This design comes from an exercise in tuning for small area, a short achievable clock period and few clock cycles on the open sky130 flow, not from production work.
Function was checked by simulation only, so behaviour that the tests miss may differ from the original.

==> flow/run.sh <==
#!/bin/bash
# synth_recipe.tcl (not shown) runs the flow's synth.tcl, then flattens the netlist and writes it again
# the make line also repeats each setting of config.mk as NAME=value (left out here)
make -C /OpenROAD-flow-scripts/flow DESIGN_CONFIG=/design/flow/config.mk WORK_HOME=/design/flow/orfs CLKGATE_MAP_FILE= SYNTH_SCRIPT=/design/flow/synth_recipe.tcl finish
==> flow/config.mk <==
export PLATFORM = sky130hd
export DESIGN_NAME = mips_core
export DESIGN_NICKNAME = mips_core
export VERILOG_FILES = /design/flow/design.v
export SDC_FILE = /design/flow/constraint.sdc
export NUM_CORES = 4
export LEC_CHECK = 0
export CAP_MARGIN = 20
export CORE_MARGIN = 2
export CORE_UTILIZATION = 40
export SLEW_MARGIN = 20
==> flow/constraint.sdc <==
create_clock -name core_clock -period 6.0 [get_ports {clk}]
set_input_delay 1.2000 -clock core_clock [delete_from_list [all_inputs] [get_ports {clk}]]
set_output_delay 1.2000 -clock core_clock [all_outputs]
set_load 0.01 [all_outputs]
==> flow/design.v <==
`timescale 1ns / 1ps
localparam
	PC_NEXT    = 0,
	PC_JUMP    = 1,
	PC_JR      = 2,
	PC_BEQ     = 4,
	PC_BNE     = 5;
localparam
	EXE_A_RS     = 0,
	EXE_A_LINK   = 2,
	EXE_A_BRANCH = 3;
localparam
	EXE_B_RT     = 0,
	EXE_B_IMM    = 1,
	EXE_B_LINK   = 2,
	EXE_B_BRANCH = 3;
localparam
	EXE_ALU_ADD    = 0,
	EXE_ALU_SUB    = 1,
	EXE_ALU_SLT    = 2,
	EXE_ALU_AND    = 4,
	EXE_ALU_OR     = 5;
localparam
	WB_ADDR_RD    = 0,
	WB_ADDR_RT    = 1,
	WB_ADDR_LINK  = 2;
localparam
	WB_DATA_ALU   = 0,
	WB_DATA_MEM   = 1;
localparam
	PC_RESET  = 32'h0000_0000;
localparam   
	INST_R          = 6'b000000,   
	R_FUNC_JR       = 6'b001000,
	R_FUNC_ADD      = 6'b100000,
	R_FUNC_SUB      = 6'b100010,
	R_FUNC_AND      = 6'b100100,
	R_FUNC_OR       = 6'b100101,
	R_FUNC_SLT      = 6'b101010,
	INST_J          = 6'b000010,
	INST_JAL        = 6'b000011,
	INST_BEQ        = 6'b000100,
	INST_BNE        = 6'b000101,
	INST_ADDI       = 6'b001000,
	INST_ANDI       = 6'b001100,
	INST_ORI        = 6'b001101,
	INST_LW         = 6'b100011,
	INST_SW         = 6'b101011;
localparam
	GPR_ZERO = 0,
	GPR_AT = 1,
	GPR_V0 = 2,
	GPR_V1 = 3,
	GPR_A0 = 4,
	GPR_A1 = 5,
	GPR_A2 = 6,
	GPR_A3 = 7,
	GPR_T0 = 8,
	GPR_T1 = 9,
	GPR_T2 = 10,
	GPR_T3 = 11,
	GPR_T4 = 12,
	GPR_T5 = 13,
	GPR_T6 = 14,
	GPR_T7 = 15,
	GPR_S0 = 16,
	GPR_S1 = 17,
	GPR_S2 = 18,
	GPR_S3 = 19,
	GPR_S4 = 20,
	GPR_S5 = 21,
	GPR_S6 = 22,
	GPR_S7 = 23,
	GPR_T8 = 24,
	GPR_T9 = 25,
	GPR_K0 = 26,
	GPR_K1 = 27,
	GPR_GP = 28,
	GPR_SP = 29,
	GPR_FP = 30,
	GPR_RA = 31;
 `timescale 1ns / 1ps
module alu (
	input wire [31:0] a, b,   
	input wire [3:0] oper,   
	output reg [31:0] result   
	);
localparam
	PC_NEXT    = 0,
	PC_JUMP    = 1,
	PC_JR      = 2,
	PC_BEQ     = 4,
	PC_BNE     = 5;
localparam
	EXE_A_RS     = 0,
	EXE_A_LINK   = 2,
	EXE_A_BRANCH = 3;
localparam
	EXE_B_RT     = 0,
	EXE_B_IMM    = 1,
	EXE_B_LINK   = 2,
	EXE_B_BRANCH = 3;
localparam
	EXE_ALU_ADD    = 0,
	EXE_ALU_SUB    = 1,
	EXE_ALU_SLT    = 2,
	EXE_ALU_AND    = 4,
	EXE_ALU_OR     = 5;
localparam
	WB_ADDR_RD    = 0,
	WB_ADDR_RT    = 1,
	WB_ADDR_LINK  = 2;
localparam
	WB_DATA_ALU   = 0,
	WB_DATA_MEM   = 1;
localparam
	PC_RESET  = 32'h0000_0000;
localparam   
	INST_R          = 6'b000000,   
	R_FUNC_JR       = 6'b001000,
	R_FUNC_ADD      = 6'b100000,
	R_FUNC_SUB      = 6'b100010,
	R_FUNC_AND      = 6'b100100,
	R_FUNC_OR       = 6'b100101,
	R_FUNC_SLT      = 6'b101010,
	INST_J          = 6'b000010,
	INST_JAL        = 6'b000011,
	INST_BEQ        = 6'b000100,
	INST_BNE        = 6'b000101,
	INST_ADDI       = 6'b001000,
	INST_ANDI       = 6'b001100,
	INST_ORI        = 6'b001101,
	INST_LW         = 6'b100011,
	INST_SW         = 6'b101011;
localparam
	GPR_ZERO = 0,
	GPR_AT = 1,
	GPR_V0 = 2,
	GPR_V1 = 3,
	GPR_A0 = 4,
	GPR_A1 = 5,
	GPR_A2 = 6,
	GPR_A3 = 7,
	GPR_T0 = 8,
	GPR_T1 = 9,
	GPR_T2 = 10,
	GPR_T3 = 11,
	GPR_T4 = 12,
	GPR_T5 = 13,
	GPR_T6 = 14,
	GPR_T7 = 15,
	GPR_S0 = 16,
	GPR_S1 = 17,
	GPR_S2 = 18,
	GPR_S3 = 19,
	GPR_S4 = 20,
	GPR_S5 = 21,
	GPR_S6 = 22,
	GPR_S7 = 23,
	GPR_T8 = 24,
	GPR_T9 = 25,
	GPR_K0 = 26,
	GPR_K1 = 27,
	GPR_GP = 28,
	GPR_SP = 29,
	GPR_FP = 30,
	GPR_RA = 31;
	always @(*) begin
		result = 0;
		case (oper)
			EXE_ALU_ADD: begin
				result = a + b;
			end
			EXE_ALU_SUB: begin
				result = a - b;
			end
			EXE_ALU_SLT: begin
				result = $signed(a) < $signed(b);
			end
			EXE_ALU_AND: begin
				result = a & b;
			end
			EXE_ALU_OR: begin
				result = a | b;
			end
		endcase
	end
endmodule
 `timescale 1ns / 1ps
module regfile (
	input wire clk,   
	input wire [4:0] addr_a,
	output wire [31:0] data_a,
	input wire [4:0] addr_b,
	output wire [31:0] data_b,
	input wire en_w,
	input wire [4:0] addr_w,
	input wire [31:0] data_w
	);
	reg [31:0] regfile [1:31];   
	always @(posedge clk) begin
		if (en_w && addr_w != 0)
			regfile[addr_w] <= data_w;
	end
	assign data_a = (addr_a == 0) ? 0 : (en_w && addr_w == addr_a) ? data_w : regfile[addr_a];
	assign data_b = (addr_b == 0) ? 0 : (en_w && addr_w == addr_b) ? data_w : regfile[addr_b];
endmodule
 `timescale 1ns / 1ps
module controller ( 
	input wire clk,   
	input wire rst,   
	input wire [31:0] inst,   
	input wire is_branch_exe,   
	input wire [4:0] regw_addr_exe,   
	input wire wb_wen_exe,   
	input wire is_branch_mem,   
	input wire [4:0] regw_addr_mem,   
	input wire wb_wen_mem,   
	output reg [2:0] pc_src,   
	output reg imm_ext,   
	output reg [1:0] exe_a_src,   
	output reg [1:0] exe_b_src,   
	output reg [3:0] exe_alu_oper,   
	output reg mem_ren,   
	output reg mem_wen,   
	output reg [1:0] wb_addr_src,   
	output reg wb_data_src,   
	output reg wb_wen,   
	output reg unrecognized,   
	output reg if_rst,   
	output reg if_en,   
	input wire if_valid,   
	output reg id_rst,
	output reg id_en,
	input wire id_valid,
	output reg exe_rst,
	output reg exe_en,
	input wire exe_valid,
	output reg mem_rst,
	output reg mem_en,
	input wire mem_valid,
	output reg wb_rst,
	output reg wb_en,
	input wire wb_valid
	);
localparam
	PC_NEXT    = 0,
	PC_JUMP    = 1,
	PC_JR      = 2,
	PC_BEQ     = 4,
	PC_BNE     = 5;
localparam
	EXE_A_RS     = 0,
	EXE_A_LINK   = 2,
	EXE_A_BRANCH = 3;
localparam
	EXE_B_RT     = 0,
	EXE_B_IMM    = 1,
	EXE_B_LINK   = 2,
	EXE_B_BRANCH = 3;
localparam
	EXE_ALU_ADD    = 0,
	EXE_ALU_SUB    = 1,
	EXE_ALU_SLT    = 2,
	EXE_ALU_AND    = 4,
	EXE_ALU_OR     = 5;
localparam
	WB_ADDR_RD    = 0,
	WB_ADDR_RT    = 1,
	WB_ADDR_LINK  = 2;
localparam
	WB_DATA_ALU   = 0,
	WB_DATA_MEM   = 1;
localparam
	PC_RESET  = 32'h0000_0000;
localparam   
	INST_R          = 6'b000000,   
	R_FUNC_JR       = 6'b001000,
	R_FUNC_ADD      = 6'b100000,
	R_FUNC_SUB      = 6'b100010,
	R_FUNC_AND      = 6'b100100,
	R_FUNC_OR       = 6'b100101,
	R_FUNC_SLT      = 6'b101010,
	INST_J          = 6'b000010,
	INST_JAL        = 6'b000011,
	INST_BEQ        = 6'b000100,
	INST_BNE        = 6'b000101,
	INST_ADDI       = 6'b001000,
	INST_ANDI       = 6'b001100,
	INST_ORI        = 6'b001101,
	INST_LW         = 6'b100011,
	INST_SW         = 6'b101011;
localparam
	GPR_ZERO = 0,
	GPR_AT = 1,
	GPR_V0 = 2,
	GPR_V1 = 3,
	GPR_A0 = 4,
	GPR_A1 = 5,
	GPR_A2 = 6,
	GPR_A3 = 7,
	GPR_T0 = 8,
	GPR_T1 = 9,
	GPR_T2 = 10,
	GPR_T3 = 11,
	GPR_T4 = 12,
	GPR_T5 = 13,
	GPR_T6 = 14,
	GPR_T7 = 15,
	GPR_S0 = 16,
	GPR_S1 = 17,
	GPR_S2 = 18,
	GPR_S3 = 19,
	GPR_S4 = 20,
	GPR_S5 = 21,
	GPR_S6 = 22,
	GPR_S7 = 23,
	GPR_T8 = 24,
	GPR_T9 = 25,
	GPR_K0 = 26,
	GPR_K1 = 27,
	GPR_GP = 28,
	GPR_SP = 29,
	GPR_FP = 30,
	GPR_RA = 31;
	reg rs_used, rt_used;
	always @(*) begin
		pc_src = PC_NEXT;
		imm_ext = 0;
		exe_a_src = EXE_A_RS;
		exe_b_src = EXE_B_RT;
		exe_alu_oper = EXE_ALU_ADD;
		mem_ren = 0;
		mem_wen = 0;
		wb_addr_src = WB_ADDR_RD;
		wb_data_src = WB_DATA_ALU;
		wb_wen = 0;
		rs_used = 0;
		rt_used = 0;
		unrecognized = 0;
		case (inst[31:26])
			INST_R: begin
				case (inst[5:0])
					R_FUNC_JR: begin
						pc_src = PC_JR;
						rs_used = 1;
					end
					R_FUNC_ADD: begin
						exe_alu_oper = EXE_ALU_ADD;
						wb_addr_src = WB_ADDR_RD;
						wb_data_src = WB_DATA_ALU;
						wb_wen = 1;
						rs_used = 1;
						rt_used = 1;
					end
					R_FUNC_SUB: begin
						exe_alu_oper = EXE_ALU_SUB;
						wb_addr_src = WB_ADDR_RD;
						wb_data_src = WB_DATA_ALU;
						wb_wen = 1;
						rs_used = 1;
						rt_used = 1;
					end
					R_FUNC_AND: begin
						exe_alu_oper = EXE_ALU_AND;
						wb_addr_src = WB_ADDR_RD;
						wb_data_src = WB_DATA_ALU;
						wb_wen = 1;
						rs_used = 1;
						rt_used = 1;
					end
					R_FUNC_OR: begin
						exe_alu_oper = EXE_ALU_OR;
						wb_addr_src = WB_ADDR_RD;
						wb_data_src = WB_DATA_ALU;
						wb_wen = 1;
						rs_used = 1;
						rt_used = 1;
					end
					R_FUNC_SLT: begin
						exe_alu_oper = EXE_ALU_SLT;
						wb_addr_src = WB_ADDR_RD;
						wb_data_src = WB_DATA_ALU;
						wb_wen = 1;
						rs_used = 1;
						rt_used = 1;
					end
					default: begin
						unrecognized = 1;
					end
				endcase
			end
			INST_J: begin
				pc_src = PC_JUMP;
			end
			INST_JAL: begin
				pc_src = PC_JUMP;
				exe_a_src = EXE_A_LINK;
				exe_b_src = EXE_B_LINK;
				exe_alu_oper = EXE_ALU_ADD;
				wb_addr_src = WB_ADDR_LINK;
				wb_data_src = WB_DATA_ALU;
				wb_wen = 1;
			end
			INST_BEQ: begin  
				pc_src = PC_BEQ;
				exe_a_src = EXE_A_BRANCH;
				exe_b_src = EXE_B_BRANCH;
				exe_alu_oper = EXE_ALU_ADD;
				imm_ext = 1;
				rs_used = 1;
				rt_used = 1;
			end
			INST_BNE: begin
				pc_src = PC_BNE;
				exe_a_src = EXE_A_BRANCH;
				exe_b_src = EXE_B_BRANCH;
				exe_alu_oper = EXE_ALU_ADD;
				imm_ext = 1;
				rs_used = 1;
				rt_used = 1;
			end
			INST_ADDI: begin
				imm_ext = 1;
				exe_b_src = EXE_B_IMM;
				exe_alu_oper = EXE_ALU_ADD;
				wb_addr_src = WB_ADDR_RT;
				wb_data_src = WB_DATA_ALU;
				wb_wen = 1;
				rs_used = 1;
			end
			INST_ANDI: begin
				imm_ext = 0;
				exe_b_src = EXE_B_IMM;
				exe_alu_oper = EXE_ALU_AND;
				wb_addr_src = WB_ADDR_RT;
				wb_data_src = WB_DATA_ALU;
				wb_wen = 1;
				rs_used = 1;
			end
			INST_ORI: begin
				imm_ext = 0;
				exe_b_src = EXE_B_IMM;
				exe_alu_oper = EXE_ALU_OR;
				wb_addr_src = WB_ADDR_RT;
				wb_data_src = WB_DATA_ALU;
				wb_wen = 1;
				rs_used = 1;
			end
			INST_LW: begin
				imm_ext = 1;
				exe_b_src = EXE_B_IMM;
				exe_alu_oper = EXE_ALU_ADD;
				mem_ren = 1;
				wb_addr_src = WB_ADDR_RT;
				wb_data_src = WB_DATA_MEM;
				wb_wen = 1;
				rs_used = 1;
			end
			INST_SW: begin
				imm_ext = 1;
				exe_b_src = EXE_B_IMM;
				exe_alu_oper = EXE_ALU_ADD;
				mem_wen = 1;
				rs_used = 1;
				rt_used = 1;
			end
			default: begin
				unrecognized = 1;
			end
		endcase
	end
	reg reg_stall;
	reg branch_stall;
	wire [4:0] addr_rs, addr_rt;
	assign
		addr_rs = inst[25:21],
		addr_rt = inst[20:16];
	always @(*) begin
		reg_stall = 0;
		if (rs_used && addr_rs != 0) begin
			if (regw_addr_exe == addr_rs && wb_wen_exe) begin
				reg_stall = 1;
			end
			else if (regw_addr_mem == addr_rs && wb_wen_mem) begin
				reg_stall = 1;
			end
		end
		if (rt_used && addr_rt != 0) begin
			if (regw_addr_exe == addr_rt && wb_wen_exe) begin
				reg_stall = 1;
			end
			else if (regw_addr_mem == addr_rt && wb_wen_mem) begin
				reg_stall = 1;
			end
		end
	end
	always @(*) begin
		branch_stall = 0;
		if (pc_src != PC_NEXT || is_branch_exe || is_branch_mem)
			branch_stall = 1;
	end
	always @(*) begin
		if_rst = 0;
		if_en = 1;
		id_rst = 0;
		id_en = 1;
		exe_rst = 0;
		exe_en = 1;
		mem_rst = 0;
		mem_en = 1;
		wb_rst = 0;
		wb_en = 1;
		if (rst) begin
			if_rst = 1;
			id_rst = 1;
			exe_rst = 1;
			mem_rst = 1;
			wb_rst = 1;
		end
		else if (reg_stall) begin
			if_en = 0;
			id_en = 0;
			exe_rst = 1;
		end
		else if (branch_stall) begin
			id_rst = 1;
		end
	end
endmodule
 `timescale 1ns / 1ps
module datapath (
	input wire clk,   
	output reg [31:0] inst_data_id,   
	output reg is_branch_exe,   
	output reg [4:0] regw_addr_exe,   
	output reg wb_wen_exe,   
	output reg is_branch_mem,   
	output reg [4:0] regw_addr_mem,   
	output reg wb_wen_mem,   
	input wire [2:0] pc_src_ctrl,   
	input wire imm_ext_ctrl,   
	input wire [1:0] exe_a_src_ctrl,   
	input wire [1:0] exe_b_src_ctrl,   
	input wire [3:0] exe_alu_oper_ctrl,   
	input wire mem_ren_ctrl,   
	input wire mem_wen_ctrl,   
	input wire [1:0] wb_addr_src_ctrl,   
	input wire wb_data_src_ctrl,   
	input wire wb_wen_ctrl,   
	input wire if_rst,   
	input wire if_en,   
	output reg if_valid,   
	output reg inst_ren,   
	output reg [31:0] inst_addr,   
	input wire [31:0] inst_data,   
	input wire id_rst,
	input wire id_en,
	output reg id_valid,
	input wire exe_rst,
	input wire exe_en,
	output reg exe_valid,
	input wire mem_rst,
	input wire mem_en,
	output reg mem_valid,
	output wire mem_ren,   
	output wire mem_wen,   
	output wire [31:0] mem_addr,   
	output wire [31:0] mem_dout,   
	input wire [31:0] mem_din,   
	input wire wb_rst,
	input wire wb_en,
	output reg wb_valid
	);
localparam
	PC_NEXT    = 0,
	PC_JUMP    = 1,
	PC_JR      = 2,
	PC_BEQ     = 4,
	PC_BNE     = 5;
localparam
	EXE_A_RS     = 0,
	EXE_A_LINK   = 2,
	EXE_A_BRANCH = 3;
localparam
	EXE_B_RT     = 0,
	EXE_B_IMM    = 1,
	EXE_B_LINK   = 2,
	EXE_B_BRANCH = 3;
localparam
	EXE_ALU_ADD    = 0,
	EXE_ALU_SUB    = 1,
	EXE_ALU_SLT    = 2,
	EXE_ALU_AND    = 4,
	EXE_ALU_OR     = 5;
localparam
	WB_ADDR_RD    = 0,
	WB_ADDR_RT    = 1,
	WB_ADDR_LINK  = 2;
localparam
	WB_DATA_ALU   = 0,
	WB_DATA_MEM   = 1;
localparam
	PC_RESET  = 32'h0000_0000;
localparam   
	INST_R          = 6'b000000,   
	R_FUNC_JR       = 6'b001000,
	R_FUNC_ADD      = 6'b100000,
	R_FUNC_SUB      = 6'b100010,
	R_FUNC_AND      = 6'b100100,
	R_FUNC_OR       = 6'b100101,
	R_FUNC_SLT      = 6'b101010,
	INST_J          = 6'b000010,
	INST_JAL        = 6'b000011,
	INST_BEQ        = 6'b000100,
	INST_BNE        = 6'b000101,
	INST_ADDI       = 6'b001000,
	INST_ANDI       = 6'b001100,
	INST_ORI        = 6'b001101,
	INST_LW         = 6'b100011,
	INST_SW         = 6'b101011;
localparam
	GPR_ZERO = 0,
	GPR_AT = 1,
	GPR_V0 = 2,
	GPR_V1 = 3,
	GPR_A0 = 4,
	GPR_A1 = 5,
	GPR_A2 = 6,
	GPR_A3 = 7,
	GPR_T0 = 8,
	GPR_T1 = 9,
	GPR_T2 = 10,
	GPR_T3 = 11,
	GPR_T4 = 12,
	GPR_T5 = 13,
	GPR_T6 = 14,
	GPR_T7 = 15,
	GPR_S0 = 16,
	GPR_S1 = 17,
	GPR_S2 = 18,
	GPR_S3 = 19,
	GPR_S4 = 20,
	GPR_S5 = 21,
	GPR_S6 = 22,
	GPR_S7 = 23,
	GPR_T8 = 24,
	GPR_T9 = 25,
	GPR_K0 = 26,
	GPR_K1 = 27,
	GPR_GP = 28,
	GPR_SP = 29,
	GPR_FP = 30,
	GPR_RA = 31;
	reg [2:0] pc_src_exe, pc_src_mem;
	reg [1:0] exe_a_src_exe, exe_b_src_exe;
	reg [3:0] exe_alu_oper_exe;
	reg mem_ren_exe, mem_ren_mem;
	reg mem_wen_exe, mem_wen_mem;
	reg wb_data_src_exe, wb_data_src_mem, wb_data_src_wb;
	wire [31:0] inst_addr_next;
	reg [31:0] inst_addr_id;
	reg [31:0] inst_addr_next_id;
	reg [4:0] regw_addr_id;
	wire [4:0] addr_rs, addr_rt, addr_rd;
	wire [31:0] data_rs, data_rt, data_imm;
	reg [31:0] inst_addr_exe;
	reg [31:0] inst_addr_next_exe;
	reg [31:0] inst_data_exe;
	reg [31:0] data_rs_exe, data_rt_exe, data_imm_exe;
	reg [31:0] opa_exe, opb_exe;
	wire [31:0] alu_out_exe;
	wire rs_rt_equal_exe;
	reg [31:0] inst_addr_mem;
	reg [31:0] inst_addr_next_mem;
	reg [31:0] inst_data_mem;
	reg [31:0] data_rs_mem;
	reg [31:0] data_rt_mem;
	reg [31:0] alu_out_mem;
	reg [31:0] branch_target_mem;
	reg rs_rt_equal_mem;
	reg wb_wen_wb;
	reg [31:0] alu_out_wb;
	reg [31:0] mem_din_wb;
	reg [4:0] regw_addr_wb;
	reg [31:0] regw_data_wb;
	assign
		inst_addr_next = inst_addr + 4;
	always @(*) begin
		if_valid = ~if_rst & if_en;
		inst_ren = ~if_rst;
	end
	always @(posedge clk) begin
		if (if_rst) begin
			inst_addr <= 0;
		end
		else if (if_en) begin
			if (is_branch_mem)
				inst_addr <= branch_target_mem;
			else
				inst_addr <= inst_addr_next;
		end
	end
	always @(posedge clk) begin
		if (id_rst) begin
			id_valid <= 0;
			inst_addr_id <= 0;
			inst_data_id <= 0;
			inst_addr_next_id <= 0;
		end
		else if (id_en) begin
			id_valid <= if_valid;
			inst_addr_id <= inst_addr;
			inst_data_id <= inst_data;
			inst_addr_next_id <= inst_addr_next;
		end
	end
	assign
		addr_rs = inst_data_id[25:21],
		addr_rt = inst_data_id[20:16],
		addr_rd = inst_data_id[15:11],
		data_imm = imm_ext_ctrl ? {{16{inst_data_id[15]}}, inst_data_id[15:0]} : {16'b0, inst_data_id[15:0]};
	always @(*) begin
		regw_addr_id = inst_data_id[15:11];  
		case (wb_addr_src_ctrl)
			WB_ADDR_RD: regw_addr_id = inst_data_id[15:11];
			WB_ADDR_RT: regw_addr_id = inst_data_id[20:16];
			WB_ADDR_LINK: regw_addr_id = GPR_RA;
		endcase
	end
	regfile REGFILE (
		.clk(clk),
		.addr_a(addr_rs),
		.data_a(data_rs),
		.addr_b(addr_rt),
		.data_b(data_rt),
		.en_w(wb_wen_wb),
		.addr_w(regw_addr_wb),
		.data_w(regw_data_wb)
		);
	always @(posedge clk) begin
		if (exe_rst) begin
			exe_valid <= 0;
			inst_addr_exe <= 0;
			inst_data_exe <= 0;
			inst_addr_next_exe <= 0;
			regw_addr_exe <= 0;
			pc_src_exe <= 0;
			exe_a_src_exe <= 0;
			exe_b_src_exe <= 0;
			data_rs_exe <= 0;
			data_rt_exe <= 0;
			data_imm_exe <= 0;
			exe_alu_oper_exe <= 0;
			mem_ren_exe <= 0;
			mem_wen_exe <= 0;
			wb_data_src_exe <= 0;
			wb_wen_exe <= 0;
		end
		else if (exe_en) begin
			exe_valid <= id_valid;
			inst_addr_exe <= inst_addr_id;
			inst_data_exe <= inst_data_id;
			inst_addr_next_exe <= inst_addr_next_id;
			regw_addr_exe <= regw_addr_id;
			pc_src_exe <= pc_src_ctrl;
			exe_a_src_exe <= exe_a_src_ctrl;
			exe_b_src_exe <= exe_b_src_ctrl;
			data_rs_exe <= data_rs;
			data_rt_exe <= data_rt;
			data_imm_exe <= data_imm;
			exe_alu_oper_exe <= exe_alu_oper_ctrl;
			mem_ren_exe <= mem_ren_ctrl;
			mem_wen_exe <= mem_wen_ctrl;
			wb_data_src_exe <= wb_data_src_ctrl;
			wb_wen_exe <= wb_wen_ctrl;
		end
	end
	always @(*) begin
		is_branch_exe <= (pc_src_exe != PC_NEXT);
	end
	assign
		rs_rt_equal_exe = (data_rs_exe == data_rt_exe);
	always @(*) begin
		opa_exe = data_rs_exe;
		opb_exe = data_rt_exe;
		case (exe_a_src_exe)
			EXE_A_RS: opa_exe = data_rs_exe;
			EXE_A_LINK: opa_exe = inst_addr_exe;
			EXE_A_BRANCH: opa_exe = inst_addr_next_exe;
		endcase
		case (exe_b_src_exe)
			EXE_B_RT: opb_exe = data_rt_exe;
			EXE_B_IMM: opb_exe = data_imm_exe;
			EXE_B_LINK: opb_exe = 4;   
			EXE_B_BRANCH: opb_exe = {data_imm_exe[29:0], 2'b0};
		endcase
	end
	alu ALU (
		.a(opa_exe),
		.b(opb_exe),
		.oper(exe_alu_oper_exe),
		.result(alu_out_exe)
		);
	always @(posedge clk) begin
		if (mem_rst) begin
			mem_valid <= 0;
			pc_src_mem <= 0;
			inst_addr_mem <= 0;
			inst_data_mem <= 0;
			inst_addr_next_mem <= 0;
			regw_addr_mem <= 0;
			data_rs_mem <= 0;
			data_rt_mem <= 0;
			alu_out_mem <= 0;
			mem_ren_mem <= 0;
			mem_wen_mem <= 0;
			wb_data_src_mem <= 0;
			wb_wen_mem <= 0;
			rs_rt_equal_mem <= 0;
		end
		else if (mem_en) begin
			mem_valid <= exe_valid;
			pc_src_mem <= pc_src_exe;
			inst_addr_mem <= inst_addr_exe;
			inst_data_mem <= inst_data_exe;
			inst_addr_next_mem <= inst_addr_next_exe;
			regw_addr_mem <= regw_addr_exe;
			data_rs_mem <= data_rs_exe;
			data_rt_mem <= data_rt_exe;
			alu_out_mem <= alu_out_exe;
			mem_ren_mem <= mem_ren_exe;
			mem_wen_mem <= mem_wen_exe;
			wb_data_src_mem <= wb_data_src_exe;
			wb_wen_mem <= wb_wen_exe;
			rs_rt_equal_mem <= rs_rt_equal_exe;
		end
	end
	always @(*) begin
		is_branch_mem <= (pc_src_mem != PC_NEXT);
	end
	always @(*) begin
		case (pc_src_mem)
			PC_JUMP: branch_target_mem <= {inst_addr_mem[31:28], inst_data_mem[25:0], 2'b0};
			PC_JR: branch_target_mem <= data_rs_mem;
			PC_BEQ: branch_target_mem <= rs_rt_equal_mem ? alu_out_mem : inst_addr_next_mem;
			PC_BNE: branch_target_mem <= rs_rt_equal_mem ? inst_addr_next_mem : alu_out_mem;
			default: branch_target_mem <= inst_addr_next_mem;
		endcase
	end
	assign
		mem_ren = mem_ren_mem,
		mem_wen = mem_wen_mem,
		mem_addr = alu_out_mem,
		mem_dout = data_rt_mem;
	always @(posedge clk) begin
		if (wb_rst) begin
			wb_valid <= 0;
			wb_wen_wb <= 0;
			wb_data_src_wb <= 0;
			regw_addr_wb <= 0;
			alu_out_wb <= 0;
			mem_din_wb <= 0;
		end
		else if (wb_en) begin
			wb_valid <= mem_valid;
			wb_wen_wb <= wb_wen_mem;
			wb_data_src_wb <= wb_data_src_mem;
			regw_addr_wb <= regw_addr_mem;
			alu_out_wb <= alu_out_mem;
			mem_din_wb <= mem_din;
		end
	end
	always @(*) begin
		regw_data_wb = alu_out_wb;
		case (wb_data_src_wb)
			WB_DATA_ALU: regw_data_wb = alu_out_wb;
			WB_DATA_MEM: regw_data_wb = mem_din_wb;
		endcase
	end
endmodule
 `timescale 1ns / 1ps
module mips_core (
	input wire clk,   
	input wire rst,   
	output wire [31:0] inst_addr,   
	input wire [31:0] inst_data,   
	output wire mem_wen,   
	output wire [31:0] mem_addr,   
	output wire [31:0] mem_dout,   
	input wire [31:0] mem_din   
	);
	wire [31:0] inst_data_ctrl;
	wire [2:0] pc_src_ctrl;
	wire imm_ext_ctrl;
	wire [1:0] exe_a_src_ctrl, exe_b_src_ctrl;
	wire [3:0] exe_alu_oper_ctrl;
	wire mem_ren_ctrl;
	wire mem_wen_ctrl;
	wire [1:0] wb_addr_src_ctrl;
	wire wb_data_src_ctrl;
	wire wb_wen_ctrl;
	wire is_branch_exe, is_branch_mem;
	wire [4:0] regw_addr_exe, regw_addr_mem;
	wire wb_wen_exe, wb_wen_mem;
	wire if_rst, if_en, if_valid;
	wire id_rst, id_en, id_valid;
	wire exe_rst, exe_en, exe_valid;
	wire mem_rst, mem_en, mem_valid;
	wire wb_rst, wb_en, wb_valid;
	controller CONTROLLER (
		.clk(clk),
		.rst(rst),
		.inst(inst_data_ctrl),
		.is_branch_exe(is_branch_exe),
		.regw_addr_exe(regw_addr_exe),
		.wb_wen_exe(wb_wen_exe),
		.is_branch_mem(is_branch_mem),
		.regw_addr_mem(regw_addr_mem),
		.wb_wen_mem(wb_wen_mem),
		.pc_src(pc_src_ctrl),
		.imm_ext(imm_ext_ctrl),
		.exe_a_src(exe_a_src_ctrl),
		.exe_b_src(exe_b_src_ctrl),
		.exe_alu_oper(exe_alu_oper_ctrl),
		.mem_ren(mem_ren_ctrl),
		.mem_wen(mem_wen_ctrl),
		.wb_addr_src(wb_addr_src_ctrl),
		.wb_data_src(wb_data_src_ctrl),
		.wb_wen(wb_wen_ctrl),
		.unrecognized(),
		.if_rst(if_rst),
		.if_en(if_en),
		.if_valid(if_valid),
		.id_rst(id_rst),
		.id_en(id_en),
		.id_valid(id_valid),
		.exe_rst(exe_rst),
		.exe_en(exe_en),
		.exe_valid(exe_valid),
		.mem_rst(mem_rst),
		.mem_en(mem_en),
		.mem_valid(mem_valid),
		.wb_rst(wb_rst),
		.wb_en(wb_en),
		.wb_valid(wb_valid)
	);
	datapath DATAPATH (
		.clk(clk),
		.inst_data_id(inst_data_ctrl),
		.is_branch_exe(is_branch_exe),
		.regw_addr_exe(regw_addr_exe),
		.wb_wen_exe(wb_wen_exe),
		.is_branch_mem(is_branch_mem),
		.regw_addr_mem(regw_addr_mem),
		.wb_wen_mem(wb_wen_mem),
		.pc_src_ctrl(pc_src_ctrl),
		.imm_ext_ctrl(imm_ext_ctrl),
		.exe_a_src_ctrl(exe_a_src_ctrl),
		.exe_b_src_ctrl(exe_b_src_ctrl),
		.exe_alu_oper_ctrl(exe_alu_oper_ctrl),
		.mem_ren_ctrl(mem_ren_ctrl),
		.mem_wen_ctrl(mem_wen_ctrl),
		.wb_addr_src_ctrl(wb_addr_src_ctrl),
		.wb_data_src_ctrl(wb_data_src_ctrl),
		.wb_wen_ctrl(wb_wen_ctrl),
		.if_rst(if_rst),
		.if_en(if_en),
		.if_valid(if_valid),
		.inst_ren(),
		.inst_addr(inst_addr),
		.inst_data(inst_data),
		.id_rst(id_rst),
		.id_en(id_en),
		.id_valid(id_valid),
		.exe_rst(exe_rst),
		.exe_en(exe_en),
		.exe_valid(exe_valid),
		.mem_rst(mem_rst),
		.mem_en(mem_en),
		.mem_valid(mem_valid),
		.mem_ren(),
		.mem_wen(mem_wen),
		.mem_addr(mem_addr),
		.mem_dout(mem_dout),
		.mem_din(mem_din),
		.wb_rst(wb_rst),
		.wb_en(wb_en),
		.wb_valid(wb_valid)
	);
endmodule
==> flow_summary.json <==
{
  "fmax_ghz": 0.206,
  "critPathSlowestCell": "dfxtp_1",
  "gp_congestion": 0.914,
  "dp_slack_ns": 1.22,
  "syn_inst": 5036,
  "cts_buffer_depth": 3,
  "io_buffers": 162,
  "die_area_um2": 180000,
  "cts-resized-gates": 0,
  "yosysTopAreaCell": "edfxtp_1",
  "n_fill_cell": 15552,
  "fin_util_pct": 45.7,
  "cp_data_required_time_ns": 6.65,
  "crit_path_max_fanout": 19,
  "routed_wl_mm": 230,
  "setup_ws_ns": 1.13,
  "vias": 45006,
  "postCtsHoldBufs": 0,
  "crit_arrival_ns": 5.51,
  "cpPeakStageDelay_ns": 0.77,
  "clkTransAtPathRegs_ns": 0.06,
  "drv_slew": 0,
  "rrSetupSlack_ns": 1.13,
  "ys_ff_latch": 1529,
  "num_rows": 154,
  "cts_made_buffers": 164,
  "seq_power_share_pct": 44.2,
  "p_per_area_nw_per_um2": 360,
  "rsz0062_at_grt": "false",
  "total_power_mw": 28.9,
  "r2r-end": "DATAPATH.alu_out_mem[16]$_SDFF_PP0_",
  "whs_ns": 0.433,
  "ant_nets": 0,
  "dp_hpwl_mm": 150,
  "cp-end-kind": "register",
  "status": "timing/DRC/antenna clean",
  "drt_iter0_drc": 4946,
  "synth_area_um2": 70600,
  "crit_path_start": "DATAPATH.exe_b_src_exe[0]$_SDFF_PP0_",
  "placedCellCount": 7260,
  "reg2regPathDepth": 15,
  "start_util_pct": 40.2,
  "clk_latency_ns": 0.83,
  "die-height_um": 424,
  "yosys_warnings": 4,
  "finalSetupViolations": 0,
  "leakagePower_nw": 26.3,
  "synthArstFlopShare_pct": 0,
  "nets": 5260,
  "layout-drive-gt1-share_pct": 19.4,
  "area_growth_pct": 13.7,
  "place_area_um2": 75000,
  "r2r_start": "DATAPATH.exe_b_src_exe[0]$_SDFF_PP0_",
  "worst_path_most_repeated_cell": "nor2_1",
  "route.detailed.drc": 0,
  "avgSynthCellArea_um2": 14.0,
  "finalHoldViolations": 0,
  "post_cts_buffers": 0,
  "combPwrFrac_pct": 21.3,
  "grt_max_degree": 136,
  "fin_area_um2": 80200,
  "cts_sinks": 1529,
  "groute.usage.overall_pct": 25.3,
  "tightest_slew_ns": 1.13,
  "intPower_mw": 20.1,
  "grt_pass1_wl_mm": 327,
  "grt.overflow.total": 0,
  "ys_seq_area_share_pct": 57.4,
  "critPathLaunchType": "register",
  "ir_drop_uv": 316,
  "power_frac_clock_pct": 34.5,
  "first_global_vias": 44719,
  "drt-vias-per-instance": 5.95,
  "slew_headroom_pct": 24.2,
  "synth_top_area_share_pct": 42.2,
  "htreeDepth": 4,
  "cap_violations": 0,
  "cp-endpoint": "DATAPATH.alu_out_mem[16]$_SDFF_PP0_",
  "finClkSkew_ns": 0.0472,
  "power_switching_mw": 8.82,
  "clock_tree.root_cell": "clkbuf_16",
  "min_path_type": "register to register",
  "die_w_um": 424,
  "drtPass1Iterations": 7,
  "synth.area.top_cells": "edfxtp_1, mux4_2, dfxtp_1",
  "critPathKind": "register to register",
  "synth-edff-count": 992,
  "num_io_pins": 163,
  "fin_cells": 7559,
  "ys.flop_type": "edfxtp_1",
  "drt-wirelength-per-cell_um": 30.5,
  "antenna_found_initial": 10,
  "finalCriticalPeriod_ns": 4.87,
  "fin_crit_sh_pct": 81.1,
  "tns_ns": 0,
  "coreArea_um2": 176000,
  "path_cells": "buf_4 > mux2i_1 > nor2_1 > ha_1 > fa_1 > or2_1 > a221oi_1 > nor2_1 > o31a_1 > o31a_1 > o31ai_2 > a21oi_1 > xor2_1 > a221oi_1 > nor2_1",
  "synth_fp_nets": 5210,
  "power_switching_share_pct": 30.5,
  "synth.distinct_cells": 78,
  "cts_tree": "built"
}
[cells in the mapped netlist (5+ instances only)]
master and count:
nand3b_1 8, nor2_1 389, a211o_1 7, a221o_1 5
or3_1 12, mux4_2 550, and2_1 87, a31oi_1 13
a21oi_1 266, o21ai_0 127, xor2_1 59, o21bai_1 12
a311oi_1 5, a22oi_1 12, o21ai_1 18, o31ai_1 40
nand3_1 49, buf_1 56, o31a_1 9, dfxtp_1 537
or2_2 6, nor3_1 50, clkbuf_1 256, nor4_1 16
a221oi_1 46, o22ai_1 17, nor2b_1 224, buf_2 64
a21o_1 33, mux2_2 38, nand4_1 14, a41oi_1 5
edfxtp_1 992, and3_1 8, nand2b_1 15, o21a_1 7
xnor2_1 58, mux2i_1 190, buf_4 5, inv_1 126
nand2_1 266, ha_1 106, a211oi_1 157, o211ai_1 7
[final cells by class]
class	count	area, um2	share of cell area (%)
Antenna cell	3	7.51	0.00935
Clock buffer	226	4570	5.69
Clock inverter	70	694	0.865
Inverter	128	480	0.599
Multi-Input combinational cell	2998	28300	35.3
Sequential cell	1529	40600	50.6
Tap cell	2340	2930	3.65
Timing Repair Buffer	265	2640	3.29
[power by group through the flow]
| stage | Combinational, mW | Clock [mW] | Sequential (mW) |
|---|---|---|---|
| after floorplan | 4.26 | 0 | 12.3 |
| after global placement | 6.10 | 0 | 13.0 |
| after detailed placement | 6.11 | 0 | 13.0 |
| after CTS | 6.14 | 10.1 | 12.8 |
| after global routing | 6.58 | 10.5 | 12.8 |
| final | 6.16 | 9.97 | 12.8 |
[how the worst min path moves through the flow]
stage	start	to	slack (ns)	cells past startpoint
floorplan	DATAPATH.inst_data_exe[16]$_SDFF_PP0_	DATAPATH.inst_data_mem[16]$_SDFF_PP0_	0.41	1
global placement	DATAPATH.inst_data_exe[21]$_SDFF_PP0_	DATAPATH.inst_data_mem[21]$_SDFF_PP0_	0.42	1
detailed placement	DATAPATH.inst_data_exe[18]$_SDFF_PP0_	DATAPATH.inst_data_mem[18]$_SDFF_PP0_	0.42	1
CTS	DATAPATH.inst_addr_id[28]$_SDFFE_PP0P_	DATAPATH.inst_addr_exe[28]$_SDFF_PP0_	0.43	1
global route	DATAPATH.wb_data_src_mem$_SDFF_PP0_	DATAPATH.wb_data_src_wb$_SDFF_PP0_	0.45	1
finish	DATAPATH.inst_addr_id[28]$_SDFFE_PP0P_	DATAPATH.inst_addr_exe[28]$_SDFF_PP0_	0.43	1
[state kept, by name, indices dropped and copies added, names as in the netlist, 11 cells and up]
register and cells:
DATAPATH.inst_addr_next_exe 32, DATAPATH.alu_out_wb 32, DATAPATH.inst_data_id 32, DATAPATH.inst_addr_id 30
DATAPATH.data_rt_mem 32, DATAPATH.inst_addr_next_id 32, DATAPATH.data_rs_exe 32, DATAPATH.inst_addr_next_mem 32
DATAPATH.inst_addr_exe 30, DATAPATH.inst_data_exe 11, DATAPATH.REGFILE.regfile 992, DATAPATH.data_rt_exe 32
DATAPATH.mem_din_wb 32, DATAPATH.data_imm_exe 16, DATAPATH.data_rs_mem 32, DATAPATH.alu_out_mem 32
DATAPATH.inst_addr 32, DATAPATH.inst_data_mem 26
[critical path, delay by kind of cell, from the launching register on]
family | cells | cell delay, ns
AOI/OAI and AO/OA | 6 | 1.87
buffers and inverters | 1 | 0.38
xor gates and xnor gates | 1 | 0.16
and+or+nand+nor | 4 | 0.59
adders and majority gates | 2 | 0.72
DFF | 1 | 0.77
muxes | 1 | 0.22
[layout by cell type, fill, tap and decap left out, drive strengths merged, types with 8 or more instances in the layout]
master,netlist,routed
o21ai,147,147
nand3,49,49
a31oi,13,13
nor3,50,50
o31a,9,9
nor2,389,389
clkdlybuf4s50,0,161
a21o,33,33
o21bai,12,12
mux2,38,38
inv,128,136
nand2,266,266
a221oi,46,46
nor4,16,16
or2,8,8
a211oi,158,158
o211ai,8,8
xor2,59,59
edfxtp,992,992
xnor2,58,58
nor2b,224,224
mux2i,190,190
o22ai,17,17
buf,125,104
mux4,550,550
or3,12,12
dfxtp,537,537
nand2b,15,15
nand3b,8,8
o31ai,42,42
clkbuf,256,226
ha,106,106
a22oi,12,12
nand4,14,14
clkinv,0,49
and3,8,8
and2,87,87
a21oi,266,266
[logic make-up after synthesis]
group | after synthesis | share of synthesized area [%]
AO/OA/AOI/OAI | 828 | 7.57
XOR/XNOR | 117 | 1.45
adder cells (fa/ha/maj) | 108 | 1.94
buffers and inverters | 509 | 2.85
flip-flops | 1529 | 57.4
multiplexers | 778 | 20.8
AND/OR/NAND/NOR | 1167 | 7.92
[layer usage]
metal	vias to the layer above	part of all wire [%]	track usage, %
met2	1872	50	43.1
met4	2	5.0	11.9
li1	19399	-	-
met5	-	0.0056	0
met1	23279	38	31.7
met3	454	6.7	3.84
Testbench counts, summed over its fixed seeds: cycles 46,787.

-- port drivers added, routing unchanged --
In the flow no input, the clock included, has a driving cell. The finished layout below was timed again as built, in two steps.
Step 1 assumes that a clkbuf_16 drives the clock port and a buf_2 every other input.
Step 2 also shifts input and output timing later by t, the mid clock arrival at the registers, as if the neighbouring blocks saw the same clock.
a / b / c = ideal / step 1 / step 2; a / b = the first two.
t (ns): 0.898
setup WS [ns]: 1.134 / 1.134 / 1.134
worst register clock-pin slew, ns: 0.07 / 0.07
After both steps this run still meets setup and hold. The setup slack of this run moves by 0.000 ns with the drivers and by 0.000 ns with both steps.
